From an optimization exercise on the open Yosys and OpenROAD flow, aimed at small area and a short achievable clock period; shortcuts taken in it are not production practice.
At most, simulation tests tie the RTL to the original design; equivalence was not proved.
The RTL of runs 2 and 3 was laid out without a check of its function.
Power is estimated from default activity; no workload was simulated.

==> flow/design.v (outline; a module is shown in full before it is edited, if it fits) <==
// module work_zyq: 63 lines
// module zq_rca: 15 lines
// module zq_cneg: 14 lines
// module zq_bcd29: 66 lines
// module zq_ctl: 18 lines
// module zq_v4: 166 lines
// module zq_mul15: 607 lines
// module zq_div15: 638 lines
module work_zyq(CLK,rst,keystat,dataout);
  // ...
==> flow/flow/run.sh <==
#!/bin/bash
# Own layout flow: the standard synthesis and layout, except that
#  - Yosys skips the quick ABC pass inside synth (-noabc) and extracts full/half adder
#    cells only in the modules listed in flow/fa_modules.txt (kept apart until mapping,
#    then flattened like the rest);
#  - ABC maps the logic with the area-oriented script flow/abc.script (no gate upsizing),
#    except the modules in flow/fast_modules.txt (if any), mapped with ORFS's speed script;
#  - port buffers are buf_2 cells;
#  - the resizer's repair_timing aims at the slack in flow/margin.txt (the SDC's clock is
#    unchanged).
# Each tool's full output goes to a log file in the work folder.
set -euo pipefail
WORK=$(pwd)
FL=$WORK/flow
MARGIN=$(cat "$FL/margin.txt")
FAMODS=$(cat "$FL/fa_modules.txt")
FASTMODS=$(cat "$FL/fast_modules.txt" 2>/dev/null || true)

ABCCALL="  log_cmd abc {*}\$abc_args \$::env(DESIGN_NAME) $FAMODS"
if [[ -n "$FASTMODS" ]]; then
  ABCCALL="  log_cmd abc {*}\$abc_fast $FASTMODS\n$ABCCALL"
fi
sed -e "s#^source \$::env(SCRIPTS_DIR)/synth_preamble.tcl#source \$::env(SCRIPTS_DIR)/synth_preamble.tcl\nset abc_fast \$abc_args\nset abc_args [lreplace \$abc_args 1 1 $FL/abc.script]#" \
    -e "s#^  extract_fa {\*}\[dont_use_extract_fa_args\]\$#  extract_fa {*}[dont_use_extract_fa_args] $FAMODS#" \
    -e "s#^  log_cmd abc {\*}\$abc_args\$#$ABCCALL#" \
  "$FLOW_HOME/scripts/synth.tcl" > "$WORK/own_synth.tcl"
grep -q "lreplace \$abc_args 1 1" "$WORK/own_synth.tcl"
grep -q "log_cmd abc {\*}\$abc_args \$::env(DESIGN_NAME)" "$WORK/own_synth.tcl"
grep -q "extract_fa {\*}\[dont_use_extract_fa_args\] $FAMODS" "$WORK/own_synth.tcl"
sed "s#\$::env(SCRIPTS_DIR)/synth.tcl#$WORK/own_synth.tcl#" "$WORK/synth_recipe.tcl" > "$WORK/own_synth_recipe.tcl"
grep -q "own_synth.tcl" "$WORK/own_synth_recipe.tcl"
sed "s#SYNTH_SCRIPT=[^ ]*#SYNTH_SCRIPT=$WORK/own_synth_recipe.tcl#" "$WORK/standard.sh" > "$WORK/own_synth.sh"
grep -q "own_synth_recipe.tcl" "$WORK/own_synth.sh"

SYNTH_KEEP_MODULES="$FASTMODS $FAMODS" SYNTH_ARGS=-noabc bash "$WORK/own_synth.sh" synth > "$WORK/synth.log" 2>&1
export BUFFER_PORTS_ARGS="-buffer_cell sky130_fd_sc_hd__buf_2"
export SETUP_SLACK_MARGIN=$MARGIN
bash "$WORK/standard.sh" > "$WORK/layout.log" 2>&1
test -f "$WORK/out/final.def"
==> flow/flow/abc.script <==
strash
dch
amap
topo
==> flow/flow/fa_modules.txt <==
zq_mul15
==> flow/flow/margin.txt <==
174.6
==> flow/standard.sh <==
#!/bin/bash
# synth_recipe.tcl (not shown) runs the flow's synth.tcl, then flattens the netlist and writes it again
# the make line also repeats each setting of config.mk as NAME=value (left out here)
make -C /OpenROAD-flow-scripts/flow DESIGN_CONFIG=/design/flow/config.mk WORK_HOME=/design/flow/orfs CLKGATE_MAP_FILE= SYNTH_SCRIPT=/design/flow/synth_recipe.tcl "${@:-finish}"
==> flow/config.mk <==
export PLATFORM = sky130hd
export DESIGN_NAME = work_zyq
export DESIGN_NICKNAME = work_zyq
export VERILOG_FILES = /design/flow/design.v
export SDC_FILE = /design/flow/constraint.sdc
export NUM_CORES = 8
export LEC_CHECK = 0
export CAP_MARGIN = 20
export CORE_MARGIN = 2
export CORE_UTILIZATION = 40
export SLEW_MARGIN = 20
==> flow/constraint.sdc <==
create_clock -name core_clock -period 220.0 [get_ports {CLK}]
set_input_delay 44.0000 -clock core_clock [delete_from_list [all_inputs] [get_ports {CLK}]]
set_output_delay 44.0000 -clock core_clock [all_outputs]
set_load 0.01 [all_outputs]
==> summary.txt, run 1 <==
SYNTHESIS
----------------------------------------------------------------------------------------
Synthesis warning total                                                                2
Cell taking the most area after synthesis                                           fa_1
Area share of the leading cell type in the synthesized netlist                    20.57%
Adder-cell share of the synthesized area                                          21.72%

FLOORPLAN
----------------------------------------------------------------------------------------
# IOs                                                                                 39
Area inside the core boundary                                                40,550 um^2

HOLD PATH
----------------------------------------------------------------------------------------
Number of stages on the worst hold path                                                2
Worst hold path type                                                          reg -> reg

DETAILED ROUTING
----------------------------------------------------------------------------------------
Violation count after the first detailed-routing iteration                         1,468
Wire length on met1                                                            23,610 um
Met2 Routed Length                                                             25,390 um
Number of search-and-repair iterations in the first detailed-routing pass              6

STA
----------------------------------------------------------------------------------------
Worst Max-Slew Pin Slew                                                        0.9861 ns
Min cycle time layout                                                           45.44 ns
Count of final setup violators                                                         0

PWR
----------------------------------------------------------------------------------------
Clock network power                                                              8.18 uW
Power per unit of standard cell area                                        10.87 nW/um^2
Logic gate share of total power                                                    90.5%
Max VDD drop                                                                  0.01835 mV

CLOCKING
----------------------------------------------------------------------------------------
Maximum level of the CTS H-tree                                                        2
Root buffer cell                                                               clkbuf_16
Total clock buffers created by CTS                                                     5
Buffer levels on the longest clock path                                                2

FINISH
----------------------------------------------------------------------------------------
Largest register by flop count                                                   dataout
Biggest area consumer among cell classes                                    multi-input gates
Inverters                                                                            310
Non-clock buffer share of cell area                                               3.940%
Seq area share                                                                    6.062%

GLOBAL ROUTING
----------------------------------------------------------------------------------------
Most heavily used metal layer in global routing                                     met2
Met2 usage                                                                        42.49%

WORST SETUP PATH
----------------------------------------------------------------------------------------
Critical path depth                                                                   11

PLACEMENT
----------------------------------------------------------------------------------------
Post-placement setup slack                                                     173.72 ns

RUN STATUS
----------------------------------------------------------------------------------------
Status                                                                      finished clean

==> module work_zyq, before the edit <==
module work_zyq(CLK,rst,keystat,dataout);
	input CLK;
	input rst;
	input [4:0]keystat;
	output [31:0]dataout;
	reg [31:0]dataout;
	reg [14:0]first;       
	reg [2:0]preop;        
	reg [4:0]prestat;      
	wire [14:0] second;
	zq_v4 uv(.d(dataout[15:0]), .v(second));
	wire subm = preop[0];
	wire [14:0] u;
	wire uco;              
	zq_rca #(15) uas(.a(first), .b(second ^ {15{subm}}), .ci(subm), .s(u), .co(uco));
	wire gt = uco & |u;
	wire [14:0] mag;       
	zq_cneg #(15) uneg(.x(u), .n(subm & ~uco), .y(mag));
	wire [15:0] sum = {uco, mag};
	wire [28:0] prod;
	zq_mul15 umul(.a(first), .b(second), .p(prod));
	wire [14:0] quo;
	zq_div15 udiv(.n(first), .d(second), .q(quo));
	wire is_add = preop == 3'b110;
	wire is_sub = preop == 3'b111;
	wire is_mul = preop == 3'b100;
	wire is_div = preop == 3'b101;
	wire is_none = ~preop[2];
	wire [28:0] ans = ({29{is_add}} & {13'd0, uco, 15'd0}) |
	                  ({29{is_add | is_sub}} & {14'd0, mag}) |
	                  ({29{is_mul}} & prod) |
	                  ({29{is_div}} & {14'd0, quo}) |
	                  29'd0;    
	wire [31:0] bcd;
	zq_bcd29 ubcd(.b(ans), .d(bcd));
	wire neg = is_sub & ~gt;
	wire [4:0] nz;         
	assign nz[0] = |bcd[3:0];
	assign nz[1] = |bcd[7:4];
	assign nz[2] = |bcd[11:8];
	assign nz[3] = |bcd[15:12];
	assign nz[4] = |bcd[19:16];
	wire [5:1] sgn;
	assign sgn[1] = neg & ~|nz[4:1];
	assign sgn[2] = neg & nz[1] & ~|nz[4:2];
	assign sgn[3] = neg & nz[2] & ~|nz[4:3];
	assign sgn[4] = neg & nz[3] & ~nz[4];
	assign sgn[5] = neg & nz[4];
	wire dz = is_div & ~|second;
	wire [31:0] res = dz ? 32'h00000EDD :
		bcd | {8'd0, {4{sgn[5]}}, {4{sgn[4]}}, {4{sgn[3]}}, {4{sgn[2]}}, {4{sgn[1]}}, 4'd0};
	wire d_keep, d_shift, d_res, f_load, f_keep;
	wire [4:0] k_nx;
	zq_ctl uctl(.rst(rst), .keystat(keystat), .prestat(prestat),
		.d_keep(d_keep), .d_shift(d_shift), .d_res(d_res), .f_load(f_load), .f_keep(f_keep), .k_nx(k_nx));
	always @(posedge CLK) begin
		dataout <= ({32{d_keep}} & dataout) | ({32{d_shift}} & {dataout[27:0], keystat[3:0]}) |
		           ({32{d_res}} & res);
		first <= ({15{f_keep}} & first) | ({15{f_load}} & second);
		preop <= ({3{f_keep}} & preop) | ({3{f_load}} & {1'b1, keystat[1:0]});
		prestat <= k_nx;
	end
endmodule
==> module zq_ctl, before the edit <==
module zq_ctl(rst, keystat, prestat, d_keep, d_shift, d_res, f_load, f_keep, k_nx);
	input rst;
	input [4:0] keystat, prestat;
	output d_keep, d_shift, d_res, f_load, f_keep;
	output [4:0] k_nx;
	wire kedge = keystat != prestat;
	wire k_num = ~keystat[4];                         
	wire k_dig = k_num & ~(keystat[3] & (keystat[2] | keystat[1]));
	wire k_op  = k_num & keystat[3] & (keystat[2] ^ keystat[1]);
	wire k_eq  = keystat == 5'h0F;
	wire run = ~rst & kedge;
	assign d_keep  = ~rst & ~(kedge & k_num);
	assign d_shift = run & k_dig;
	assign d_res   = run & k_eq;
	assign f_load  = run & k_op;
	assign f_keep  = ~rst & ~f_load;
	assign k_nx = rst ? 5'h10 : keystat;
endmodule
==> run 2, diff against run 1 <==
--- a/flow/design.v
+++ b/flow/design.v
@@ -10,32 +10,32 @@
 	wire [14:0] second;
 	zq_v4 uv(.d(dataout[15:0]), .v(second));
 	wire subm = preop[0];
 	wire [14:0] u;
 	wire uco;              
 	zq_rca #(15) uas(.a(first), .b(second ^ {15{subm}}), .ci(subm), .s(u), .co(uco));
 	wire gt = uco & |u;
 	wire [14:0] mag;       
-	zq_cneg #(15) uneg(.x(u), .n(subm & ~uco), .y(mag));
-	wire [15:0] sum = {uco, mag};
+	zq_cneg #(15) uneg(.x(u), .n(~uco), .y(mag));
+	wire [15:0] sum = {uco, u};
 	wire [28:0] prod;
 	zq_mul15 umul(.a(first), .b(second), .p(prod));
 	wire [14:0] quo;
 	zq_div15 udiv(.n(first), .d(second), .q(quo));
 	wire is_add = preop == 3'b110;
 	wire is_sub = preop == 3'b111;
 	wire is_mul = preop == 3'b100;
 	wire is_div = preop == 3'b101;
 	wire is_none = ~preop[2];
-	wire [28:0] ans = ({29{is_add}} & {13'd0, uco, 15'd0}) |
-	                  ({29{is_add | is_sub}} & {14'd0, mag}) |
+	wire [28:0] ans = ({29{is_add}} & {13'd0, sum}) |
+	                  ({29{is_sub}} & {14'd0, mag}) |
 	                  ({29{is_mul}} & prod) |
 	                  ({29{is_div}} & {14'd0, quo}) |
-	                  29'd0;    
+	                  ({29{is_none}} & {14'd0, first});
 	wire [31:0] bcd;
 	zq_bcd29 ubcd(.b(ans), .d(bcd));
 	wire neg = is_sub & ~gt;
 	wire [4:0] nz;         
 	assign nz[0] = |bcd[3:0];
 	assign nz[1] = |bcd[7:4];
 	assign nz[2] = |bcd[11:8];
 	assign nz[3] = |bcd[15:12];
@@ -44,25 +44,27 @@
 	assign sgn[1] = neg & ~|nz[4:1];
 	assign sgn[2] = neg & nz[1] & ~|nz[4:2];
 	assign sgn[3] = neg & nz[2] & ~|nz[4:3];
 	assign sgn[4] = neg & nz[3] & ~nz[4];
 	assign sgn[5] = neg & nz[4];
 	wire dz = is_div & ~|second;
 	wire [31:0] res = dz ? 32'h00000EDD :
 		bcd | {8'd0, {4{sgn[5]}}, {4{sgn[4]}}, {4{sgn[3]}}, {4{sgn[2]}}, {4{sgn[1]}}, 4'd0};
-	wire d_keep, d_shift, d_res, f_load, f_keep;
+	wire [31:0] d_nx;
+	wire [14:0] f_nx;
+	wire [2:0] p_nx;
 	wire [4:0] k_nx;
-	zq_ctl uctl(.rst(rst), .keystat(keystat), .prestat(prestat),
-		.d_keep(d_keep), .d_shift(d_shift), .d_res(d_res), .f_load(f_load), .f_keep(f_keep), .k_nx(k_nx));
+	zq_ctl uctl(.rst(rst), .keystat(keystat), .prestat(prestat), .dataout(dataout), .res(res),
+		.first(first), .second(second), .preop(preop),
+		.d_nx(d_nx), .f_nx(f_nx), .p_nx(p_nx), .k_nx(k_nx));
 	always @(posedge CLK) begin
-		dataout <= ({32{d_keep}} & dataout) | ({32{d_shift}} & {dataout[27:0], keystat[3:0]}) |
-		           ({32{d_res}} & res);
-		first <= ({15{f_keep}} & first) | ({15{f_load}} & second);
-		preop <= ({3{f_keep}} & preop) | ({3{f_load}} & {1'b1, keystat[1:0]});
+		dataout <= d_nx;
+		first <= f_nx;
+		preop <= p_nx;
 		prestat <= k_nx;
 	end
 endmodule
 module zq_rca(a, b, ci, s, co);
 	parameter W = 8;
 	input [W-1:0] a, b;
 	input ci;
 	output [W-1:0] s;
@@ -151,32 +153,41 @@
 						x[4*k +: 4] = add3(x[4*k +: 4]);
 				x = {x[34:0], b[i]};
 			end
 			conv = x[31:0];
 		end
 	endfunction
 	assign d = conv(b);
 endmodule
-module zq_ctl(rst, keystat, prestat, d_keep, d_shift, d_res, f_load, f_keep, k_nx);
+module zq_ctl(rst, keystat, prestat, dataout, res, first, second, preop, d_nx, f_nx, p_nx, k_nx);
 	input rst;
 	input [4:0] keystat, prestat;
-	output d_keep, d_shift, d_res, f_load, f_keep;
+	input [31:0] dataout, res;
+	input [14:0] first, second;
+	input [2:0] preop;
+	output [31:0] d_nx;
+	output [14:0] f_nx;
+	output [2:0] p_nx;
 	output [4:0] k_nx;
 	wire kedge = keystat != prestat;
 	wire k_num = ~keystat[4];                         
 	wire k_dig = k_num & ~(keystat[3] & (keystat[2] | keystat[1]));
 	wire k_op  = k_num & keystat[3] & (keystat[2] ^ keystat[1]);
 	wire k_eq  = keystat == 5'h0F;
 	wire run = ~rst & kedge;
-	assign d_keep  = ~rst & ~(kedge & k_num);
-	assign d_shift = run & k_dig;
-	assign d_res   = run & k_eq;
-	assign f_load  = run & k_op;
-	assign f_keep  = ~rst & ~f_load;
+	wire d_keep  = ~rst & ~(kedge & k_num);
+	wire d_shift = run & k_dig;
+	wire d_res   = run & k_eq;
+	wire f_load  = run & k_op;
+	wire f_keep  = ~rst & ~f_load;
+	assign d_nx = ({32{d_keep}} & dataout) | ({32{d_shift}} & {dataout[27:0], keystat[3:0]}) |
+	              ({32{d_res}} & res);
+	assign f_nx = ({15{f_keep}} & first) | ({15{f_load}} & second);
+	assign p_nx = ({3{f_keep}} & preop) | ({3{f_load}} & {1'b1, keystat[1:0]});
 	assign k_nx = rst ? 5'h10 : keystat;
 endmodule
 module zq_v4(d, v);
 	input [15:0] d;
 	output [14:0] v;
 	wire [3:0] d3 = d[15:12], d2 = d[11:8], d1 = d[7:4], d0 = d[3:0];
 	wire v_1, v_2, v_3, v_4, v_5, v_6, v_7, v_8, v_9, v_10, v_11, v_12, v_13, v_14, v_15, v_16;
 	wire v_17, v_18, v_19, v_20, v_21, v_22, v_23, v_24, v_25, v_26, v_27, v_28, v_29, v_30, v_31, v_32;
@@ -979,20 +990,17 @@
 	wire q_417, q_418, q_419, q_420, q_421, q_422, q_423, q_424, q_425, q_426, q_427, q_428, q_429, q_430, q_431, q_432;
 	wire q_433, q_434, q_435, q_436, q_437, q_438, q_439, q_440, q_441, q_442, q_443, q_444, q_445, q_446, q_447, q_448;
 	wire q_449, q_450, q_451, q_452, q_453, q_454, q_455, q_456, q_457, q_458, q_459, q_460, q_461, q_462, q_463, q_464;
 	wire q_465, q_466, q_467, q_468, q_469, q_470, q_471, q_472, q_473, q_474, q_475, q_476, q_477, q_478, q_479, q_480;
 	wire q_481, q_482, q_483, q_484, q_485, q_486, q_487, q_488, q_489, q_490, q_491, q_492, q_493, q_494, q_495, q_496;
 	wire q_497, q_498, q_499, q_500, q_501, q_502, q_503, q_504, q_505, q_506, q_507, q_508, q_509, q_510, q_511, q_512;
 	wire q_513, q_514, q_515, q_516, q_517, q_518, q_519, q_520, q_521, q_522, q_523, q_524, q_525, q_526, q_527, q_528;
 	wire q_529, q_530, q_531, q_532, q_533, q_534, q_535, q_536, q_537, q_538, q_539, q_540, q_541, q_542, q_543, q_544;
-	wire q_545, q_546, q_547, q_548, q_549, q_550, q_551, q_552, q_553, q_554, q_555, q_556, q_557, q_558, q_559, q_560;
-	wire q_561, q_562, q_563, q_564, q_565, q_566, q_567, q_568, q_569, q_570, q_571, q_572, q_573, q_574, q_575, q_576;
-	wire q_577, q_578, q_579, q_580, q_581, q_582, q_583, q_584, q_585, q_586, q_587, q_588, q_589, q_590, q_591, q_592;
-	wire q_593, q_594, q_595;
+	wire q_545, q_546, q_547, q_548, q_549, q_550, q_551;
 	assign q_1 = ~d[0];
 	assign q_2 = n[14] ^ q_1 ^ 1'b1;
 	assign q_3 = (n[14] & q_1) | (n[14] & 1'b1) | (q_1 & 1'b1);
 	assign q_4 = q_3 & ~|d[14:1];
 	assign q_5 = q_4 ? q_2 : n[14];
 	assign q_6 = ~d[0];
 	assign q_7 = ~d[1];
 	assign q_8 = n[13] ^ q_6 ^ 1'b1;
@@ -1332,256 +1340,212 @@
 	assign q_342 = q_314 ^ q_327 ^ q_341;
 	assign q_343 = (q_314 & q_327) | (q_314 & q_341) | (q_327 & q_341);
 	assign q_344 = q_315 ^ q_328 ^ q_343;
 	assign q_345 = (q_315 & q_328) | (q_315 & q_343) | (q_328 & q_343);
 	assign q_346 = q_316 ^ q_329 ^ q_345;
 	assign q_347 = (q_316 & q_329) | (q_316 & q_345) | (q_329 & q_345);
 	assign q_348 = q_317 ^ q_330 ^ q_347;
 	assign q_349 = (q_317 & q_330) | (q_317 & q_347) | (q_330 & q_347);
-	assign q_350 = q_318 ^ q_331;
-	assign q_351 = q_318 & q_331;
+	assign q_350 = q_318 ^ q_331 ^ q_349;
+	assign q_351 = (q_318 & q_331) | (q_318 & q_349) | (q_331 & q_349);
 	assign q_352 = q_319 ^ q_332 ^ q_351;
 	assign q_353 = (q_319 & q_332) | (q_319 & q_351) | (q_332 & q_351);
 	assign q_354 = q_320 ^ q_333 ^ q_353;
 	assign q_355 = (q_320 & q_333) | (q_320 & q_353) | (q_333 & q_353);
 	assign q_356 = q_321 ^ q_334 ^ q_355;
 	assign q_357 = (q_321 & q_334) | (q_321 & q_355) | (q_334 & q_355);
 	assign q_358 = q_322 ^ q_335 ^ q_357;
 	assign q_359 = (q_322 & q_335) | (q_322 & q_357) | (q_335 & q_357);
 	assign q_360 = q_323 ^ q_336 ^ q_359;
 	assign q_361 = (q_323 & q_336) | (q_323 & q_359) | (q_336 & q_359);
 	assign q_362 = q_324 ^ q_337 ^ q_361;
 	assign q_363 = (q_324 & q_337) | (q_324 & q_361) | (q_337 & q_361);
-	assign q_364 = q_318 ^ q_331 ^ 1'b1;
-	assign q_365 = (q_318 & q_331) | (q_318 & 1'b1) | (q_331 & 1'b1);
-	assign q_366 = q_319 ^ q_332 ^ q_365;
-	assign q_367 = (q_319 & q_332) | (q_319 & q_365) | (q_332 & q_365);
-	assign q_368 = q_320 ^ q_333 ^ q_367;
-	assign q_369 = (q_320 & q_333) | (q_320 & q_367) | (q_333 & q_367);
-	assign q_370 = q_321 ^ q_334 ^ q_369;
-	assign q_371 = (q_321 & q_334) | (q_321 & q_369) | (q_334 & q_369);
-	assign q_372 = q_322 ^ q_335 ^ q_371;
-	assign q_373 = (q_322 & q_335) | (q_322 & q_371) | (q_335 & q_371);
-	assign q_374 = q_323 ^ q_336 ^ q_373;
-	assign q_375 = (q_323 & q_336) | (q_323 & q_373) | (q_336 & q_373);
-	assign q_376 = q_324 ^ q_337 ^ q_375;
-	assign q_377 = (q_324 & q_337) | (q_324 & q_375) | (q_337 & q_375);
-	assign q_378 = q_349 ? q_364 : q_350;
-	assign q_379 = q_349 ? q_366 : q_352;
-	assign q_380 = q_349 ? q_368 : q_354;
-	assign q_381 = q_349 ? q_370 : q_356;
-	assign q_382 = q_349 ? q_372 : q_358;
-	assign q_383 = q_349 ? q_374 : q_360;
-	assign q_384 = q_349 ? q_376 : q_362;
-	assign q_385 = q_349 ? q_377 : q_363;
-	assign q_386 = q_385 & ~|d[14:13];
-	assign q_387 = q_386 ? q_338 : n[2];
-	assign q_388 = q_386 ? q_340 : q_313;
-	assign q_389 = q_386 ? q_342 : q_314;
-	assign q_390 = q_386 ? q_344 : q_315;
-	assign q_391 = q_386 ? q_346 : q_316;
-	assign q_392 = q_386 ? q_348 : q_317;
-	assign q_393 = q_386 ? q_378 : q_318;
-	assign q_394 = q_386 ? q_379 : q_319;
-	assign q_395 = q_386 ? q_380 : q_320;
-	assign q_396 = q_386 ? q_381 : q_321;
-	assign q_397 = q_386 ? q_382 : q_322;
-	assign q_398 = q_386 ? q_383 : q_323;
-	assign q_399 = q_386 ? q_384 : q_324;
-	assign q_400 = ~d[0];
-	assign q_401 = ~d[1];
-	assign q_402 = ~d[2];
-	assign q_403 = ~d[3];
-	assign q_404 = ~d[4];
-	assign q_405 = ~d[5];
-	assign q_406 = ~d[6];
-	assign q_407 = ~d[7];
-	assign q_408 = ~d[8];
-	assign q_409 = ~d[9];
-	assign q_410 = ~d[10];
-	assign q_411 = ~d[11];
-	assign q_412 = ~d[12];
-	assign q_413 = ~d[13];
-	assign q_414 = n[1] ^ q_400 ^ 1'b1;
-	assign q_415 = (n[1] & q_400) | (n[1] & 1'b1) | (q_400 & 1'b1);
-	assign q_416 = q_387 ^ q_401 ^ q_415;
-	assign q_417 = (q_387 & q_401) | (q_387 & q_415) | (q_401 & q_415);
-	assign q_418 = q_388 ^ q_402 ^ q_417;
-	assign q_419 = (q_388 & q_402) | (q_388 & q_417) | (q_402 & q_417);
-	assign q_420 = q_389 ^ q_403 ^ q_419;
-	assign q_421 = (q_389 & q_403) | (q_389 & q_419) | (q_403 & q_419);
-	assign q_422 = q_390 ^ q_404 ^ q_421;
-	assign q_423 = (q_390 & q_404) | (q_390 & q_421) | (q_404 & q_421);
-	assign q_424 = q_391 ^ q_405 ^ q_423;
-	assign q_425 = (q_391 & q_405) | (q_391 & q_423) | (q_405 & q_423);
-	assign q_426 = q_392 ^ q_406 ^ q_425;
-	assign q_427 = (q_392 & q_406) | (q_392 & q_425) | (q_406 & q_425);
-	assign q_428 = q_393 ^ q_407;
-	assign q_429 = q_393 & q_407;
-	assign q_430 = q_394 ^ q_408 ^ q_429;
-	assign q_431 = (q_394 & q_408) | (q_394 & q_429) | (q_408 & q_429);
-	assign q_432 = q_395 ^ q_409 ^ q_431;
-	assign q_433 = (q_395 & q_409) | (q_395 & q_431) | (q_409 & q_431);
-	assign q_434 = q_396 ^ q_410 ^ q_433;
-	assign q_435 = (q_396 & q_410) | (q_396 & q_433) | (q_410 & q_433);
-	assign q_436 = q_397 ^ q_411 ^ q_435;
-	assign q_437 = (q_397 & q_411) | (q_397 & q_435) | (q_411 & q_435);
-	assign q_438 = q_398 ^ q_412 ^ q_437;
-	assign q_439 = (q_398 & q_412) | (q_398 & q_437) | (q_412 & q_437);
-	assign q_440 = q_399 ^ q_413 ^ q_439;
-	assign q_441 = (q_399 & q_413) | (q_399 & q_439) | (q_413 & q_439);
-	assign q_442 = q_393 ^ q_407 ^ 1'b1;
-	assign q_443 = (q_393 & q_407) | (q_393 & 1'b1) | (q_407 & 1'b1);
-	assign q_444 = q_394 ^ q_408 ^ q_443;
-	assign q_445 = (q_394 & q_408) | (q_394 & q_443) | (q_408 & q_443);
-	assign q_446 = q_395 ^ q_409 ^ q_445;
-	assign q_447 = (q_395 & q_409) | (q_395 & q_445) | (q_409 & q_445);
-	assign q_448 = q_396 ^ q_410 ^ q_447;
-	assign q_449 = (q_396 & q_410) | (q_396 & q_447) | (q_410 & q_447);
-	assign q_450 = q_397 ^ q_411 ^ q_449;
-	assign q_451 = (q_397 & q_411) | (q_397 & q_449) | (q_411 & q_449);
-	assign q_452 = q_398 ^ q_412 ^ q_451;
-	assign q_453 = (q_398 & q_412) | (q_398 & q_451) | (q_412 & q_451);
-	assign q_454 = q_399 ^ q_413 ^ q_453;
-	assign q_455 = (q_399 & q_413) | (q_399 & q_453) | (q_413 & q_453);
-	assign q_456 = q_427 ? q_442 : q_428;
-	assign q_457 = q_427 ? q_444 : q_430;
-	assign q_458 = q_427 ? q_446 : q_432;
-	assign q_459 = q_427 ? q_448 : q_434;
-	assign q_460 = q_427 ? q_450 : q_436;
-	assign q_461 = q_427 ? q_452 : q_438;
-	assign q_462 = q_427 ? q_454 : q_440;
-	assign q_463 = q_427 ? q_455 : q_441;
-	assign q_464 = q_463 & ~|d[14:14];
-	assign q_465 = q_464 ? q_414 : n[1];
-	assign q_466 = q_464 ? q_416 : q_387;
-	assign q_467 = q_464 ? q_418 : q_388;
-	assign q_468 = q_464 ? q_420 : q_389;
-	assign q_469 = q_464 ? q_422 : q_390;
-	assign q_470 = q_464 ? q_424 : q_391;
-	assign q_471 = q_464 ? q_426 : q_392;
-	assign q_472 = q_464 ? q_456 : q_393;
-	assign q_473 = q_464 ? q_457 : q_394;
-	assign q_474 = q_464 ? q_458 : q_395;
-	assign q_475 = q_464 ? q_459 : q_396;
-	assign q_476 = q_464 ? q_460 : q_397;
-	assign q_477 = q_464 ? q_461 : q_398;
-	assign q_478 = q_464 ? q_462 : q_399;
-	assign q_479 = ~d[0];
-	assign q_480 = ~d[1];
-	assign q_481 = ~d[2];
-	assign q_482 = ~d[3];
-	assign q_483 = ~d[4];
-	assign q_484 = ~d[5];
-	assign q_485 = ~d[6];
-	assign q_486 = ~d[7];
-	assign q_487 = ~d[8];
-	assign q_488 = ~d[9];
-	assign q_489 = ~d[10];
-	assign q_490 = ~d[11];
-	assign q_491 = ~d[12];
-	assign q_492 = ~d[13];
-	assign q_493 = ~d[14];
-	assign q_494 = n[0] & q_479;
-	assign q_495 = n[0] ^ q_479;
-	assign q_496 = q_465 & q_480;
-	assign q_497 = q_465 ^ q_480;
-	assign q_498 = q_466 & q_481;
-	assign q_499 = q_466 ^ q_481;
-	assign q_500 = q_467 & q_482;
-	assign q_501 = q_467 ^ q_482;
-	assign q_502 = q_468 & q_483;
-	assign q_503 = q_468 ^ q_483;
-	assign q_504 = q_469 & q_484;
-	assign q_505 = q_469 ^ q_484;
-	assign q_506 = q_470 & q_485;
-	assign q_507 = q_470 ^ q_485;
-	assign q_508 = q_471 & q_486;
-	assign q_509 = q_471 ^ q_486;
-	assign q_510 = q_472 & q_487;
-	assign q_511 = q_472 ^ q_487;
-	assign q_512 = q_473 & q_488;
-	assign q_513 = q_473 ^ q_488;
-	assign q_514 = q_474 & q_489;
-	assign q_515 = q_474 ^ q_489;
-	assign q_516 = q_475 & q_490;
-	assign q_517 = q_475 ^ q_490;
-	assign q_518 = q_476 & q_491;
-	assign q_519 = q_476 ^ q_491;
-	assign q_520 = q_477 & q_492;
-	assign q_521 = q_477 ^ q_492;
-	assign q_522 = q_478 & q_493;
-	assign q_523 = q_478 ^ q_493;
-	assign q_524 = q_494 | (q_495 & 1'b1);
-	assign q_525 = q_496 | (q_497 & q_524);
-	assign q_526 = q_497 & q_495;
-	assign q_527 = q_500 | (q_501 & q_498);
-	assign q_528 = q_501 & q_499;
-	assign q_529 = q_504 | (q_505 & q_502);
-	assign q_530 = q_505 & q_503;
-	assign q_531 = q_508 | (q_509 & q_506);
-	assign q_532 = q_509 & q_507;
-	assign q_533 = q_512 | (q_513 & q_510);
-	assign q_534 = q_513 & q_511;
-	assign q_535 = q_516 | (q_517 & q_514);
-	assign q_536 = q_517 & q_515;
-	assign q_537 = q_520 | (q_521 & q_518);
-	assign q_538 = q_521 & q_519;
-	assign q_539 = q_498 | (q_499 & q_525);
-	assign q_540 = q_499 & q_526;
-	assign q_541 = q_527 | (q_528 & q_525);
-	assign q_542 = q_528 & q_526;
-	assign q_543 = q_506 | (q_507 & q_529);
-	assign q_544 = q_507 & q_530;
-	assign q_545 = q_531 | (q_532 & q_529);
-	assign q_546 = q_532 & q_530;
-	assign q_547 = q_514 | (q_515 & q_533);
-	assign q_548 = q_515 & q_534;
-	assign q_549 = q_535 | (q_536 & q_533);
-	assign q_550 = q_536 & q_534;
-	assign q_551 = q_522 | (q_523 & q_537);
-	assign q_552 = q_523 & q_538;
-	assign q_553 = q_502 | (q_503 & q_541);
-	assign q_554 = q_503 & q_542;
-	assign q_555 = q_529 | (q_530 & q_541);
-	assign q_556 = q_530 & q_542;
-	assign q_557 = q_543 | (q_544 & q_541);
-	assign q_558 = q_544 & q_542;
-	assign q_559 = q_545 | (q_546 & q_541);
-	assign q_560 = q_546 & q_542;
-	assign q_561 = q_518 | (q_519 & q_549);
-	assign q_562 = q_519 & q_550;
-	assign q_563 = q_537 | (q_538 & q_549);
-	assign q_564 = q_538 & q_550;
-	assign q_565 = q_551 | (q_552 & q_549);
-	assign q_566 = q_552 & q_550;
-	assign q_567 = q_510 | (q_511 & q_559);
-	assign q_568 = q_511 & q_560;
-	assign q_569 = q_533 | (q_534 & q_559);
-	assign q_570 = q_534 & q_560;
-	assign q_571 = q_547 | (q_548 & q_559);
-	assign q_572 = q_548 & q_560;
-	assign q_573 = q_549 | (q_550 & q_559);
-	assign q_574 = q_550 & q_560;
-	assign q_575 = q_561 | (q_562 & q_559);
-	assign q_576 = q_562 & q_560;
-	assign q_577 = q_563 | (q_564 & q_559);
-	assign q_578 = q_564 & q_560;
-	assign q_579 = q_565 | (q_566 & q_559);
-	assign q_580 = q_566 & q_560;
-	assign q_581 = q_495 ^ 1'b1;
-	assign q_582 = q_497 ^ q_524;
-	assign q_583 = q_499 ^ q_525;
-	assign q_584 = q_501 ^ q_539;
-	assign q_585 = q_503 ^ q_541;
-	assign q_586 = q_505 ^ q_553;
-	assign q_587 = q_507 ^ q_555;
-	assign q_588 = q_509 ^ q_557;
-	assign q_589 = q_511 ^ q_559;
-	assign q_590 = q_513 ^ q_567;
-	assign q_591 = q_515 ^ q_569;
-	assign q_592 = q_517 ^ q_571;
-	assign q_593 = q_519 ^ q_573;
-	assign q_594 = q_521 ^ q_575;
-	assign q_595 = q_523 ^ q_577;
-	assign q = {q_4, q_12, q_24, q_40, q_60, q_84, q_112, q_144, q_180, q_220, q_264, q_312, q_386, q_464, q_579};
+	assign q_364 = q_363 & ~|d[14:13];
+	assign q_365 = q_364 ? q_338 : n[2];
+	assign q_366 = q_364 ? q_340 : q_313;
+	assign q_367 = q_364 ? q_342 : q_314;
+	assign q_368 = q_364 ? q_344 : q_315;
+	assign q_369 = q_364 ? q_346 : q_316;
+	assign q_370 = q_364 ? q_348 : q_317;
+	assign q_371 = q_364 ? q_350 : q_318;
+	assign q_372 = q_364 ? q_352 : q_319;
+	assign q_373 = q_364 ? q_354 : q_320;
+	assign q_374 = q_364 ? q_356 : q_321;
+	assign q_375 = q_364 ? q_358 : q_322;
+	assign q_376 = q_364 ? q_360 : q_323;
+	assign q_377 = q_364 ? q_362 : q_324;
+	assign q_378 = ~d[0];
+	assign q_379 = ~d[1];
+	assign q_380 = ~d[2];
+	assign q_381 = ~d[3];
+	assign q_382 = ~d[4];
+	assign q_383 = ~d[5];
+	assign q_384 = ~d[6];
+	assign q_385 = ~d[7];
+	assign q_386 = ~d[8];
+	assign q_387 = ~d[9];
+	assign q_388 = ~d[10];
+	assign q_389 = ~d[11];
+	assign q_390 = ~d[12];
+	assign q_391 = ~d[13];
+	assign q_392 = n[1] ^ q_378 ^ 1'b1;
+	assign q_393 = (n[1] & q_378) | (n[1] & 1'b1) | (q_378 & 1'b1);
+	assign q_394 = q_365 ^ q_379 ^ q_393;
+	assign q_395 = (q_365 & q_379) | (q_365 & q_393) | (q_379 & q_393);
+	assign q_396 = q_366 ^ q_380 ^ q_395;
+	assign q_397 = (q_366 & q_380) | (q_366 & q_395) | (q_380 & q_395);
+	assign q_398 = q_367 ^ q_381 ^ q_397;
+	assign q_399 = (q_367 & q_381) | (q_367 & q_397) | (q_381 & q_397);
+	assign q_400 = q_368 ^ q_382 ^ q_399;
+	assign q_401 = (q_368 & q_382) | (q_368 & q_399) | (q_382 & q_399);
+	assign q_402 = q_369 ^ q_383 ^ q_401;
+	assign q_403 = (q_369 & q_383) | (q_369 & q_401) | (q_383 & q_401);
+	assign q_404 = q_370 ^ q_384 ^ q_403;
+	assign q_405 = (q_370 & q_384) | (q_370 & q_403) | (q_384 & q_403);
+	assign q_406 = q_371 ^ q_385 ^ q_405;
+	assign q_407 = (q_371 & q_385) | (q_371 & q_405) | (q_385 & q_405);
+	assign q_408 = q_372 ^ q_386 ^ q_407;
+	assign q_409 = (q_372 & q_386) | (q_372 & q_407) | (q_386 & q_407);
+	assign q_410 = q_373 ^ q_387 ^ q_409;
+	assign q_411 = (q_373 & q_387) | (q_373 & q_409) | (q_387 & q_409);
+	assign q_412 = q_374 ^ q_388 ^ q_411;
+	assign q_413 = (q_374 & q_388) | (q_374 & q_411) | (q_388 & q_411);
+	assign q_414 = q_375 ^ q_389 ^ q_413;
+	assign q_415 = (q_375 & q_389) | (q_375 & q_413) | (q_389 & q_413);
+	assign q_416 = q_376 ^ q_390 ^ q_415;
+	assign q_417 = (q_376 & q_390) | (q_376 & q_415) | (q_390 & q_415);
+	assign q_418 = q_377 ^ q_391 ^ q_417;
+	assign q_419 = (q_377 & q_391) | (q_377 & q_417) | (q_391 & q_417);
+	assign q_420 = q_419 & ~|d[14:14];
+	assign q_421 = q_420 ? q_392 : n[1];
+	assign q_422 = q_420 ? q_394 : q_365;
+	assign q_423 = q_420 ? q_396 : q_366;
+	assign q_424 = q_420 ? q_398 : q_367;
+	assign q_425 = q_420 ? q_400 : q_368;
+	assign q_426 = q_420 ? q_402 : q_369;
+	assign q_427 = q_420 ? q_404 : q_370;
+	assign q_428 = q_420 ? q_406 : q_371;
+	assign q_429 = q_420 ? q_408 : q_372;
+	assign q_430 = q_420 ? q_410 : q_373;
+	assign q_431 = q_420 ? q_412 : q_374;
+	assign q_432 = q_420 ? q_414 : q_375;
+	assign q_433 = q_420 ? q_416 : q_376;
+	assign q_434 = q_420 ? q_418 : q_377;
+	assign q_435 = ~d[0];
+	assign q_436 = ~d[1];
+	assign q_437 = ~d[2];
+	assign q_438 = ~d[3];
+	assign q_439 = ~d[4];
+	assign q_440 = ~d[5];
+	assign q_441 = ~d[6];
+	assign q_442 = ~d[7];
+	assign q_443 = ~d[8];
+	assign q_444 = ~d[9];
+	assign q_445 = ~d[10];
+	assign q_446 = ~d[11];
+	assign q_447 = ~d[12];
+	assign q_448 = ~d[13];
+	assign q_449 = ~d[14];
+	assign q_450 = n[0] & q_435;
+	assign q_451 = n[0] ^ q_435;
+	assign q_452 = q_421 & q_436;
+	assign q_453 = q_421 ^ q_436;
+	assign q_454 = q_422 & q_437;
+	assign q_455 = q_422 ^ q_437;
+	assign q_456 = q_423 & q_438;
+	assign q_457 = q_423 ^ q_438;
+	assign q_458 = q_424 & q_439;
+	assign q_459 = q_424 ^ q_439;
+	assign q_460 = q_425 & q_440;
+	assign q_461 = q_425 ^ q_440;
+	assign q_462 = q_426 & q_441;
+	assign q_463 = q_426 ^ q_441;
+	assign q_464 = q_427 & q_442;
+	assign q_465 = q_427 ^ q_442;
+	assign q_466 = q_428 & q_443;
+	assign q_467 = q_428 ^ q_443;
+	assign q_468 = q_429 & q_444;
+	assign q_469 = q_429 ^ q_444;
+	assign q_470 = q_430 & q_445;
+	assign q_471 = q_430 ^ q_445;
+	assign q_472 = q_431 & q_446;
+	assign q_473 = q_431 ^ q_446;
+	assign q_474 = q_432 & q_447;
+	assign q_475 = q_432 ^ q_447;
+	assign q_476 = q_433 & q_448;
+	assign q_477 = q_433 ^ q_448;
+	assign q_478 = q_434 & q_449;
+	assign q_479 = q_434 ^ q_449;
+	assign q_480 = q_450 | (q_451 & 1'b1);
+	assign q_481 = q_452 | (q_453 & q_480);
+	assign q_482 = q_453 & q_451;
+	assign q_483 = q_456 | (q_457 & q_454);
+	assign q_484 = q_457 & q_455;
+	assign q_485 = q_460 | (q_461 & q_458);
+	assign q_486 = q_461 & q_459;
+	assign q_487 = q_464 | (q_465 & q_462);
+	assign q_488 = q_465 & q_463;
+	assign q_489 = q_468 | (q_469 & q_466);
+	assign q_490 = q_469 & q_467;
+	assign q_491 = q_472 | (q_473 & q_470);
+	assign q_492 = q_473 & q_471;
+	assign q_493 = q_476 | (q_477 & q_474);
+	assign q_494 = q_477 & q_475;
+	assign q_495 = q_454 | (q_455 & q_481);
+	assign q_496 = q_455 & q_482;
+	assign q_497 = q_483 | (q_484 & q_481);
+	assign q_498 = q_484 & q_482;
+	assign q_499 = q_462 | (q_463 & q_485);
+	assign q_500 = q_463 & q_486;
+	assign q_501 = q_487 | (q_488 & q_485);
+	assign q_502 = q_488 & q_486;
+	assign q_503 = q_470 | (q_471 & q_489);
+	assign q_504 = q_471 & q_490;
+	assign q_505 = q_491 | (q_492 & q_489);
+	assign q_506 = q_492 & q_490;
+	assign q_507 = q_478 | (q_479 & q_493);
+	assign q_508 = q_479 & q_494;
+	assign q_509 = q_458 | (q_459 & q_497);
+	assign q_510 = q_459 & q_498;
+	assign q_511 = q_485 | (q_486 & q_497);
+	assign q_512 = q_486 & q_498;
+	assign q_513 = q_499 | (q_500 & q_497);
+	assign q_514 = q_500 & q_498;
+	assign q_515 = q_501 | (q_502 & q_497);
+	assign q_516 = q_502 & q_498;
+	assign q_517 = q_474 | (q_475 & q_505);
+	assign q_518 = q_475 & q_506;
+	assign q_519 = q_493 | (q_494 & q_505);
+	assign q_520 = q_494 & q_506;
+	assign q_521 = q_507 | (q_508 & q_505);
+	assign q_522 = q_508 & q_506;
+	assign q_523 = q_466 | (q_467 & q_515);
+	assign q_524 = q_467 & q_516;
+	assign q_525 = q_489 | (q_490 & q_515);
+	assign q_526 = q_490 & q_516;
+	assign q_527 = q_503 | (q_504 & q_515);
+	assign q_528 = q_504 & q_516;
+	assign q_529 = q_505 | (q_506 & q_515);
+	assign q_530 = q_506 & q_516;
+	assign q_531 = q_517 | (q_518 & q_515);
+	assign q_532 = q_518 & q_516;
+	assign q_533 = q_519 | (q_520 & q_515);
+	assign q_534 = q_520 & q_516;
+	assign q_535 = q_521 | (q_522 & q_515);
+	assign q_536 = q_522 & q_516;
+	assign q_537 = q_451 ^ 1'b1;
+	assign q_538 = q_453 ^ q_480;
+	assign q_539 = q_455 ^ q_481;
+	assign q_540 = q_457 ^ q_495;
+	assign q_541 = q_459 ^ q_497;
+	assign q_542 = q_461 ^ q_509;
+	assign q_543 = q_463 ^ q_511;
+	assign q_544 = q_465 ^ q_513;
+	assign q_545 = q_467 ^ q_515;
+	assign q_546 = q_469 ^ q_523;
+	assign q_547 = q_471 ^ q_525;
+	assign q_548 = q_473 ^ q_527;
+	assign q_549 = q_475 ^ q_529;
+	assign q_550 = q_477 ^ q_531;
+	assign q_551 = q_479 ^ q_533;
+	assign q = {q_4, q_12, q_24, q_40, q_60, q_84, q_112, q_144, q_180, q_220, q_264, q_312, q_364, q_420, q_535};
 endmodule
==> flow/flow/fast_modules.txt (new file) <==
==> summary.txt, run 2 <==
STA
----------------------------------------------------------------------------------------
Final Hold Vio Count                                                                   0   unchanged
Max transition margin                                                             30.12%   was 34.02%
Min cycle time layout                                                           45.40 ns   was 45.44 ns
Highest achievable clock rate                                                0.02203 GHz   was 0.02201 GHz
Setup TNS                                                                           0 ns   unchanged
Minimum hold slack                                                             0.4859 ns   was 0.4871 ns
Worst setup skew after layout                                                 0.01683 ns   was 0.006286 ns
Part of the cycle the worst path needs                                            20.64%   was 20.66%
Count of final setup violators                                                         0   unchanged
Unrepaired setup endpoints after global routing                                       no   was yes
Max Slew Vio Count                                                                     0   unchanged
Worst Max-Slew Pin Slew                                                         1.040 ns   was 0.9861 ns

FINISH
----------------------------------------------------------------------------------------
Count of placed standard cells in the final layout, fillers left out               3,212   was 3,251
Antenna diode instance count                                                           0   unchanged
Leading cell type in the layout, fill and taps excluded                           nor2_1   unchanged
Final standard cell utilization of the core                                       46.71%   was 44.94%
Total Nets Final                                                                   2,876   was 2,909
Layout cells sized above 1                                                        11.98%   was 6.951%
Largest registers ranked by flip-flop count                                 dataout (32), first (15), prestat (5)   unchanged
Flip-flop count of the largest register after layout                                  32   unchanged
Largest register by flop count                                                   dataout   unchanged
Commonest cells after routing, fill and taps aside                          684 x nor2_1, 260 x o21ai_0, 253 x clkinv_1   was 719 x nor2_1, 297 x o21ai_0, 295 x clkinv_1
Total of fill cells in the finished design                                         4,131   was 4,154
Area added between synthesis and finish                                           15.26%   was 11.50%

DETAILED ROUTING
----------------------------------------------------------------------------------------
Vias per inst                                                                      5.805   was 5.820
Violation count after the first detailed-routing iteration                         1,156   was 1,468
Post-route DRC violation count                                                         0   unchanged
Via count                                                                         18,650   was 18,920
Antenna violation net count after detailed routing                                     0   unchanged
Number of search-and-repair iterations in the first detailed-routing pass              6   unchanged
Final wirelength                                                               52,520 um   was 53,160 um
Wirelength per Cell                                                             16.35 um   about the same

SYNTHESIS
----------------------------------------------------------------------------------------
Part of the Yosys area used for sequential elements                               6.822%   was 6.736%
Synthesized netlist net count                                                      2,761   was 2,828
Synthesis warning total                                                                2   unchanged
Area share of the leading cell type in the synthesized netlist                    20.84%   was 20.57%
Count leader, synth                                                               nor2_1   unchanged
Cell taking the most area after synthesis                                           fa_1   unchanged
Top post-synthesis cells by count                                           725 x nor2_1, 285 x o21ai_0, 275 x clkinv_1, 265 x a21oi_1, 210 x nand2_1   was 723 x nor2_1, 324 x o21ai_0, 307 x clkinv_1, 245 x a21oi_1, 206 x nand2_1
Main area contributors after synthesis                                      fa_1 21%, nor2_1 17%, o21ai_0 8.8%   was fa_1 21%, nor2_1 17%, o21ai_0 9.9%
Primary flip-flop cell chosen by synthesis mapping                               dfxtp_1   unchanged
Post-synthesis instance area                                                 16,140 um^2   was 16,350 um^2
Average cell area after synthesis                                             6.277 um^2   was 6.197 um^2
Number of cells produced by synthesis                                              2,571   was 2,638
Register bit count reported by yosys                                                  55   unchanged
Count of unique library cells instantiated by Yosys                                   45   was 47
Fraction of registers with async set or reset after synthesis                         0%   unchanged
Count of flip-flops with a built-in enable after synthesis                             0   unchanged

CLOCKING
----------------------------------------------------------------------------------------
Total clock buffers created by CTS                                                     5   unchanged
Clock tree from TritonCTS                                                           done   unchanged
Root buffer cell                                                               clkbuf_16   unchanged
Number of sinks handled by clock tree synthesis                                       55   unchanged
Clk pin slew, worst setup/hold paths                                             0.08 ns   was 0.07 ns
Maximum level of the CTS H-tree                                                        2   unchanged
Count of hold buffers inserted by post-cts repair                                      0   unchanged
Latest clock arrival within the worst-skew pair                                  0.32 ns   was 0.30 ns
Buffer levels on the longest clock path                                                2   unchanged

RUN
----------------------------------------------------------------------------------------
Number of max-cap violations                                                           0   unchanged

HOLD PATH
----------------------------------------------------------------------------------------
Worst hold path type                                                          reg -> reg   unchanged
Worst Hold Launch                                                           dataout[28]$_DFF_P_   was dataout[31]$_DFF_P_

WORST SETUP PATH
----------------------------------------------------------------------------------------
Required time of the worst setup path                                          220.23 ns   was 220.21 ns
CP Launch Type                                                                 input pin   unchanged
Critical Path Source                                                          keystat[0]   was keystat[1]
Critical path class                                                            in -> reg   unchanged
Crit path DAT                                                                   45.63 ns   was 45.65 ns
Crit-path max FO                                                                       5   unchanged
Reg2reg start                                                               dataout[12]$_DFF_P_   was dataout[13]$_DFF_P_
Crit. End Element                                                              flip-flop   unchanged

PWR
----------------------------------------------------------------------------------------
Cell leakage power                                                           0.007116 uW   was 0.006888 uW
Power per unit of standard cell area                                        7.675 nW/um^2   was 10.87 nW/um^2
Overall power of the completed layout                                           142.8 uW   was 198.2 uW
Max VDD drop                                                                 0.008782 mV   was 0.01835 mV

GLOBAL ROUTING
----------------------------------------------------------------------------------------
Total congestion overflow after global routing                                         0   unchanged
Initial antenna violation count                                                        0   unchanged
Aggregate global-route resource usage                                             24.24%   was 24.46%
Via count of the first global-routing pass                                        17,050   was 17,260
Pin count of the biggest net entering global routing                                  45   was 38
Global-route wire length before repair                                         83,750 um   was 85,100 um

FLOORPLAN
----------------------------------------------------------------------------------------
Cell Rows                                                                             73   was 74
Initial Util                                                                      40.53%   was 40.31%
Overall die height                                                              204.9 um   was 206.2 um
# IOs                                                                                 39   unchanged
Die Wd                                                                          204.9 um   was 206.2 um
Area inside the core boundary                                                39,820 um^2   was 40,550 um^2
Total Die Area                                                               41,970 um^2   was 42,500 um^2

PLACEMENT
----------------------------------------------------------------------------------------
Estimated wirelength of the detail-placed design                               39,210 um   was 40,070 um
Gp weighted congestion                                                            0.8880   was 0.8759
Cell total after placement                                                         3,130   was 3,203
Number of port buffers                                                                38   unchanged

RUN STATUS
----------------------------------------------------------------------------------------
Status                                                                      finished clean   unchanged

-- run 2: area by class of cell --
type                            count  area [um^2]  area share (%)
Clock buffer                        5        125.1          0.6726
Clock inverter                      3        33.78          0.1816
Inverter                          275         1112           5.979
Multi-Input combinational cell   2216        14590           78.41
Sequential cell                    55         1124           6.040
Tap cell                          525        656.9           3.531
Timing Repair Buffer              133        964.7           5.186
-- run 2: what timing repair did --
item | in CTS | in global routing
gates resized for setup | 23 | 194
setup buffers | 7 | 63
setup endpoints to repair | 50 | 35
cloned | 4 | 0
pin swaps | 6 | 53
-- run 2: kinds of logic (layout without fill, tap and decap cells) --
group | after synthesis | after routing | synth area share [%]
fa+ha+maj | 183 | 183 | 22.00
compound gates | 961 | 961 | 36.00
buf+inv | 304 | 416 | 7.745
xor+xnor | 52 | 52 | 2.822
flops | 55 | 55 | 6.822
simple gates | 1016 | 1020 | 24.61
-- run 2: Yosys stat by module, one instance, submodules excluded --
module    flops+latches  area (um^2)  cells inside  copies in the design
work_zyq             55        11420          2126                     1
zq_mul15              0         4721           445                     1
-- run 2: path summary, 6_finish.rpt --
| check | cells after the start | endpoint | slack, ns |
|---|---|---|---|
| max | 9 | dataout[12]$_DFF_P_ | 174.60 |
| min | 2 | dataout[28]$_DFF_P_ | 0.49 |
| max reg2reg | 313 | dataout[0]$_DFF_P_ | 178.09 |
| min reg2reg | 2 | dataout[28]$_DFF_P_ | 0.49 |
-- run 2: worst max-delay path, stage by stage --
cell and delay (ns):
buf_2 0.11, clkinv_2 0.12, nor2_2 0.17, a2111oi_4 0.07
a31oi_4 0.24, nand4_1 0.18, buf_6 0.18, or2_2 0.37
o221ai_1 0.19
-- run 2: metal layers --
layer	track usage (%)	part of all wire [%]	vias up
met3	2.641	4.6	90
met5	0	0	-
met4	6.655	2.9	0
met2	41.77	48	436
li1	-	-	9359
met1	32.12	45	8760
-- run 2: report_power, final --
group	internal, uW	switching [uW]	total [uW]
clock	4.43	4.51	8.93
combinational	48.2	75.1	123
sequential	10.1	0.392	10.5
total	62.8	80.0	143
-- run 2: stage by stage --
| stage | cell area [um^2] | setup WS [ns] |
|---|---|---|
| 3_3_place_gp | 17080 | 173.90 |
| 2_1_floorplan | 16230 | 174.41 |
| 5_1_grt | 18600 | 173.84 |
| 4_1_cts | 17420 | 174.61 |
| 3_5_place_dp | 17080 | 173.08 |
| 6_report | 18600 | 174.60 |
==> run 3, diff against run 2 <==
==> flow/flow/run.sh (replaced) <==
#!/bin/bash
# Own layout flow: the standard synthesis and layout, except that
#  - Yosys skips the quick ABC pass inside synth (-noabc), extracts full/half adder
#    cells only in the modules listed in flow/fa_modules.txt (kept apart until mapping,
#    then flattened like the rest), and maps the logic with the area-oriented ABC script
#    in flow/abc.script (no gate upsizing); the next-state module zq_ctl is mapped with
#    ORFS's speed script;
#  - port buffers are buf_2 cells;
#  - the resizer's repair_timing aims at the slack in flow/margin.txt (the SDC's clock is
#    unchanged).
# Each tool's full output goes to a log file in the work folder.
set -euo pipefail
WORK=$(pwd)
FL=$WORK/flow
MARGIN=$(cat "$FL/margin.txt")
FAMODS=$(cat "$FL/fa_modules.txt")

sed -e "s#^source \$::env(SCRIPTS_DIR)/synth_preamble.tcl#source \$::env(SCRIPTS_DIR)/synth_preamble.tcl\nset abc_fast \$abc_args\nset abc_args [lreplace \$abc_args 1 1 $FL/abc.script]#" \
    -e "s#^  extract_fa {\*}\[dont_use_extract_fa_args\]\$#  extract_fa {*}[dont_use_extract_fa_args] $FAMODS#" \
    -e "s#^  log_cmd abc {\*}\$abc_args\$#  log_cmd abc {*}\$abc_fast zq_ctl\n  log_cmd abc {*}\$abc_args \$::env(DESIGN_NAME) $FAMODS#" \
  "$FLOW_HOME/scripts/synth.tcl" > "$WORK/own_synth.tcl"
grep -q "lreplace \$abc_args 1 1" "$WORK/own_synth.tcl"
grep -q "abc_fast zq_ctl" "$WORK/own_synth.tcl"
grep -q "extract_fa {\*}\[dont_use_extract_fa_args\] $FAMODS" "$WORK/own_synth.tcl"
sed "s#\$::env(SCRIPTS_DIR)/synth.tcl#$WORK/own_synth.tcl#" "$WORK/synth_recipe.tcl" > "$WORK/own_synth_recipe.tcl"
grep -q "own_synth.tcl" "$WORK/own_synth_recipe.tcl"
sed "s#SYNTH_SCRIPT=[^ ]*#SYNTH_SCRIPT=$WORK/own_synth_recipe.tcl#" "$WORK/standard.sh" > "$WORK/own_synth.sh"
grep -q "own_synth_recipe.tcl" "$WORK/own_synth.sh"

SYNTH_KEEP_MODULES="zq_ctl $FAMODS" SYNTH_ARGS=-noabc bash "$WORK/own_synth.sh" synth > "$WORK/synth.log" 2>&1
export BUFFER_PORTS_ARGS="-buffer_cell sky130_fd_sc_hd__buf_2"
export SETUP_SLACK_MARGIN=$MARGIN
bash "$WORK/standard.sh" > "$WORK/layout.log" 2>&1
test -f "$WORK/out/final.def"
removed: flow/flow/fast_modules.txt
==> summary.txt, run 3 <==
SYNTHESIS
----------------------------------------------------------------------------------------
Number of cells produced by synthesis                                              2,631   was 2,571
Count of flip-flops with a built-in enable after synthesis                             0   unchanged
Top post-synthesis cells by count                                           687 x nor2_1, 295 x o21ai_0, 270 x clkinv_1, 255 x a21oi_1, 208 x nand2_1   was 725 x nor2_1, 285 x o21ai_0, 275 x clkinv_1, 265 x a21oi_1, 210 x nand2_1
Synthesis warning total                                                                2   unchanged
Post-synthesis instance area                                                 16,720 um^2   was 16,140 um^2
Synthesized netlist net count                                                      2,821   was 2,761
Area share of the leading cell type in the synthesized netlist                    20.12%   was 20.84%
Count leader, synth                                                               nor2_1   unchanged
Fraction of registers with async set or reset after synthesis                         0%   unchanged
Count of unique library cells instantiated by Yosys                                   61   was 45
Register bit count reported by yosys                                                  55   unchanged
Part of the Yosys area used for sequential elements                               6.586%   was 6.822%
Cell taking the most area after synthesis                                           fa_1   unchanged
Main area contributors after synthesis                                      fa_1 20%, nor2_1 15%, o21ai_0 8.8%   was fa_1 21%, nor2_1 17%, o21ai_0 8.8%
Average cell area after synthesis                                             6.354 um^2   was 6.277 um^2
Primary flip-flop cell chosen by synthesis mapping                               dfxtp_1   unchanged

WORST SETUP PATH
----------------------------------------------------------------------------------------
Reg-to-reg critical path endpoint                                           dataout[0]$_DFF_P_   unchanged
Depth of the worst register-to-register path                                         291   was 313
Number of buffers and inverters on the critical path                                   1   was 3
CP Launch Type                                                                 input pin   unchanged
Critical Path Source                                                                 rst   was keystat[0]
Worst path top cell family by delay                                         simple AND/OR/NAND/NOR gates   unchanged
Crit. End Element                                                              flip-flop   unchanged
Required time of the worst setup path                                          220.15 ns   was 220.23 ns
Slowest stage cell on the critical path                                           and3_2   was or2_2
Worst path cell trace                                                       buf_6, and4bb_2, and3_2, a22oi_1, o32ai_1   was buf_2, clkinv_2, nor2_2, a2111oi_4, a31oi_4, nand4_1, buf_6, or2_2, o221ai_1
Crit-path max FO                                                                      56   was 5
Reg2reg start                                                               dataout[12]$_DFF_P_   unchanged
Crit path DAT                                                                   45.47 ns   was 45.63 ns
Flop-to-flop setup slack                                                       178.22 ns   was 178.09 ns
Stage delay of the slowest cell on the critical path                             0.41 ns   was 0.37 ns
Critical path class                                                            in -> reg   unchanged

STA
----------------------------------------------------------------------------------------
Highest achievable clock rate                                                0.02207 GHz   was 0.02203 GHz
Final Hold Vio Count                                                                   0   unchanged
Max Slew Vio Count                                                                     0   unchanged
Part of the cycle the worst path needs                                            20.60%   was 20.64%
Min cycle time layout                                                           45.32 ns   was 45.40 ns
Count of final setup violators                                                         0   unchanged
Worst Max-Slew Pin Slew                                                         1.211 ns   was 1.040 ns
Worst setup skew after layout                                                 0.01219 ns   was 0.01683 ns
Setup TNS                                                                           0 ns   unchanged
Unrepaired setup endpoints after global routing                                      yes   was no
Max transition margin                                                             18.79%   was 30.12%

DETAILED ROUTING
----------------------------------------------------------------------------------------
Wirelength per Cell                                                             16.81 um   was 16.35 um
Number of search-and-repair iterations in the first detailed-routing pass              7   was 6
Vias per inst                                                                      5.863   was 5.805
Post-route DRC violation count                                                         0   unchanged
Via count                                                                         18,930   was 18,650
Violation count after the first detailed-routing iteration                         1,428   was 1,156
Antenna violation net count after detailed routing                                     0   unchanged
Final wirelength                                                               54,270 um   was 52,520 um

RUN
----------------------------------------------------------------------------------------
Number of max-cap violations                                                           0   unchanged

FINISH
----------------------------------------------------------------------------------------
Flip-flop count of the largest register after layout                                  32   unchanged
Antenna diode instance count                                                           0   unchanged
Commonest cells after routing, fill and taps aside                          665 x nor2_1, 258 x o21ai_0, 257 x clkinv_1   was 684 x nor2_1, 260 x o21ai_0, 253 x clkinv_1
Largest register by flop count                                                   dataout   unchanged
Leading cell type in the layout, fill and taps excluded                           nor2_1   unchanged
Register area                                                                  1121 um^2   was 1124 um^2
Final standard cell utilization of the core                                       45.48%   was 46.71%
Layout cells sized above 1                                                        10.79%   was 11.98%
Total Nets Final                                                                   2,886   was 2,876
Total of fill cells in the finished design                                         4,227   was 4,131
Largest registers ranked by flip-flop count                                 dataout (32), first (15), prestat (5)   unchanged
Area used by multi-input combinational logic                                 14,790 um^2   was 14,590 um^2
Area added between synthesis and finish                                           11.58%   was 15.26%

GLOBAL ROUTING
----------------------------------------------------------------------------------------
Total congestion overflow after global routing                                         0   unchanged
Global-route wire length before repair                                         85,710 um   was 83,750 um
Initial antenna violation count                                                        1   was 0
Pin count of the biggest net entering global routing                                  57   was 45
Via count of the first global-routing pass                                        17,220   was 17,050
Aggregate global-route resource usage                                             23.69%   was 24.24%

FLOORPLAN
----------------------------------------------------------------------------------------
# IOs                                                                                 39   unchanged
Overall die height                                                              208.4 um   was 204.9 um
Area inside the core boundary                                                41,020 um^2   was 39,820 um^2
Total Die Area                                                               43,450 um^2   was 41,970 um^2
Initial Util                                                                      40.76%   was 40.53%
Die Wd                                                                          208.4 um   was 204.9 um
Cell Rows                                                                             74   was 73

PWR
----------------------------------------------------------------------------------------
Cell leakage power                                                           0.007187 uW   was 0.007116 uW
Power per unit of standard cell area                                        7.508 nW/um^2   was 7.675 nW/um^2
Max VDD drop                                                                 0.009747 mV   was 0.008782 mV

CLOCKING
----------------------------------------------------------------------------------------
Total clock buffers created by CTS                                                     5   unchanged
Buffer levels on the longest clock path                                                2   unchanged
Clk pin slew, worst setup/hold paths                                             0.07 ns   was 0.08 ns
Root buffer cell                                                               clkbuf_16   unchanged
Latest clock arrival within the worst-skew pair                                  0.30 ns   was 0.32 ns
Number of sinks handled by clock tree synthesis                                       55   unchanged
Maximum level of the CTS H-tree                                                        2   unchanged
Clock tree from TritonCTS                                                           done   unchanged

HOLD PATH
----------------------------------------------------------------------------------------
Worst hold path type                                                          reg -> reg   unchanged
End point of the worst hold path                                            dataout[28]$_DFF_P_   unchanged
Worst Hold Launch                                                           dataout[28]$_DFF_P_   unchanged
Number of stages on the worst hold path                                                2   unchanged

PLACEMENT
----------------------------------------------------------------------------------------
Gp weighted congestion                                                            0.9254   was 0.8880
Number of port buffers                                                                38   unchanged
Estimated wirelength of the detail-placed design                               40,590 um   was 39,210 um

RUN STATUS
----------------------------------------------------------------------------------------
Status                                                                      finished clean   unchanged

==> run 3: cell count changes in the layout (fill, tap and decap cells not counted), sizes merged, moves of 10 or more <==
cell	change
a21oi	-10
a22oi	+27
buf	-25
inv	+33
mux2	+17
nor2	-37
nor2b	+16
o21ai	+10
o221ai	-22
o22a	-16
o22ai	-12
o32ai	+32
==> run 3: worst register-to-register path: cells and delay by family, from the launching register on <==
family | cells | cell delay [ns]
xor gates and xnor gates | 3 | 0.78
AOI/OAI and AO/OA | 121 | 19.23
buffers and inverters | 45 | 5.40
and+or+nand+nor | 122 | 15.78
DFF | 1 | 0.45
==> run 3: worst max-delay path by stage <==
stage / to / slack, ns / cells after the start
2_1_floorplan: first[7]$_DFF_P_ / 174.69 / 6
3_3_place_gp: dataout[17]$_DFF_P_ / 173.67 / 5
3_5_place_dp: dataout[0]$_DFF_P_ / 173.55 / 289
4_1_cts: first[2]$_DFF_P_ / 174.60 / 5
5_1_grt: dataout[0]$_DFF_P_ / 173.69 / 291
6_report: dataout[17]$_DFF_P_ / 174.68 / 5
==> run 3: routing by layer <==
| layer | track usage [%] | wire length [um] | part of all wire, % |
|---|---|---|---|
| met1 | 31.12 | 23600 | 43 |
| met2 | 41.51 | 26220 | 48 |
| met3 | 2.506 | 3191 | 5.9 |
| met4 | 5.904 | 1241 | 2.3 |
| met5 | 0 | 12 | 0.022 |
==> run 3: final cells by class <==
| type | count | share of cell area, % |
|---|---|---|
| inverters | 303 | 6.292 |
| flip-flops and latches | 55 | 6.010 |
| clock inverters | 2 | 0.2012 |
| well taps | 532 | 3.568 |
| multi-input cells | 2223 | 79.30 |
| repair buffers | 108 | 3.957 |
| clock buffers | 5 | 0.6707 |
==> run 3: per-module statistics from Yosys, one instance, submodules excluded <==
module / copies in the design / flops+latches / cells
work_zyq: 1 / 55 / 2011
zq_ctl: 1 / 0 / 175
zq_mul15: 1 / 0 / 445
==> run 3: through the flow <==
step / area, um^2 / cells / hold WS [ns] / worst slack (ns) / total power, uW
after floorplan: 16720 / 2631 / 0.4922 / 174.69 / 94.83
after global placement: 17480 / 3180 / 0.4604 / 173.67 / 113.8
after detailed placement: 17490 / 3180 / 0.4632 / 173.55 / 116.6
after CTS: 17690 / 3189 / 0.4739 / 174.60 / 126.2
after global routing: 18650 / 3228 / 0.4983 / 173.69 / 153.5
final: 18650 / 3228 / 0.4718 / 174.68 / 140.0
==> run 3: logic make-up after synthesis <==
group / count (synthesis) / share of synthesized area, %
AO/OA/AOI/OAI: 961 / 34.97
XOR/XNOR: 60 / 3.143
adder cells (fa/ha/maj): 183 / 21.24
buffers and inverters: 353 / 8.771
flip-flops: 55 / 6.586
multiplexers: 17 / 1.347
AND/OR/NAND/NOR: 1002 / 23.95
==> run 3: report_power, final <==
group,internal (uW),switching [uW],leakage (uW)
Clock,5.32,3.78,0.0000759
Sequential,10.1,0.381,0.000451
Combinational,44.3,76.1,0.00666
Total,59.8,80.3,0.00719
==> run 3: what timing repair did <==
item,4_1_cts,5_1_grt
hold buffers,0,0
gates resized for setup,11,197
setup buffers,2,39
pin swaps,2,55
setup endpoints to repair,50,33

## re-timing with driven ports
Ports are ideal in the flow. The routed layouts listed here were re-timed in OpenROAD. Step 1 (the two cells are an assumption about what drives the block):
set clk [get_ports {CLK}]
set_driving_cell -lib_cell sky130_fd_sc_hd__clkbuf_16 $clk
set_driving_cell -lib_cell sky130_fd_sc_hd__buf_2 [delete_from_list [all_inputs] $clk]
Step 2 times the ports against the registers' clock, not the clock port: input delays grow and output delays shrink by t, the midpoint of the rising clock arrivals with the driver on. Three values: ideal ports, drivers, drivers and shift; two values: the first two.
| run | t (ns) | slack for setup (ns) | worst hold slack (ns) | latest minus earliest clock arrival (ns) | slew at the worst register clock pin (ns) |
|---|---|---|---|---|---|
| run 1 | 0.344 | 174.556 / 174.536 / 174.193 | 0.487 / 0.487 / 0.487 | 0.006 / 0.007 | 0.08 / 0.08 |
| run 2 | 0.358 | 174.602 / 174.583 / 174.225 | 0.486 / 0.486 / 0.486 | 0.018 / 0.018 | 0.09 / 0.09 |
| run 3 | 0.343 | 174.684 / 174.695 / 174.352 | 0.472 / 0.472 / 0.472 | 0.012 / 0.012 | 0.08 / 0.08 |
After both steps every run listed still meets setup and hold. For run 2, which loses most, drivers alone change the setup slack by -0.019 ns; drivers and shift together by -0.377 ns.
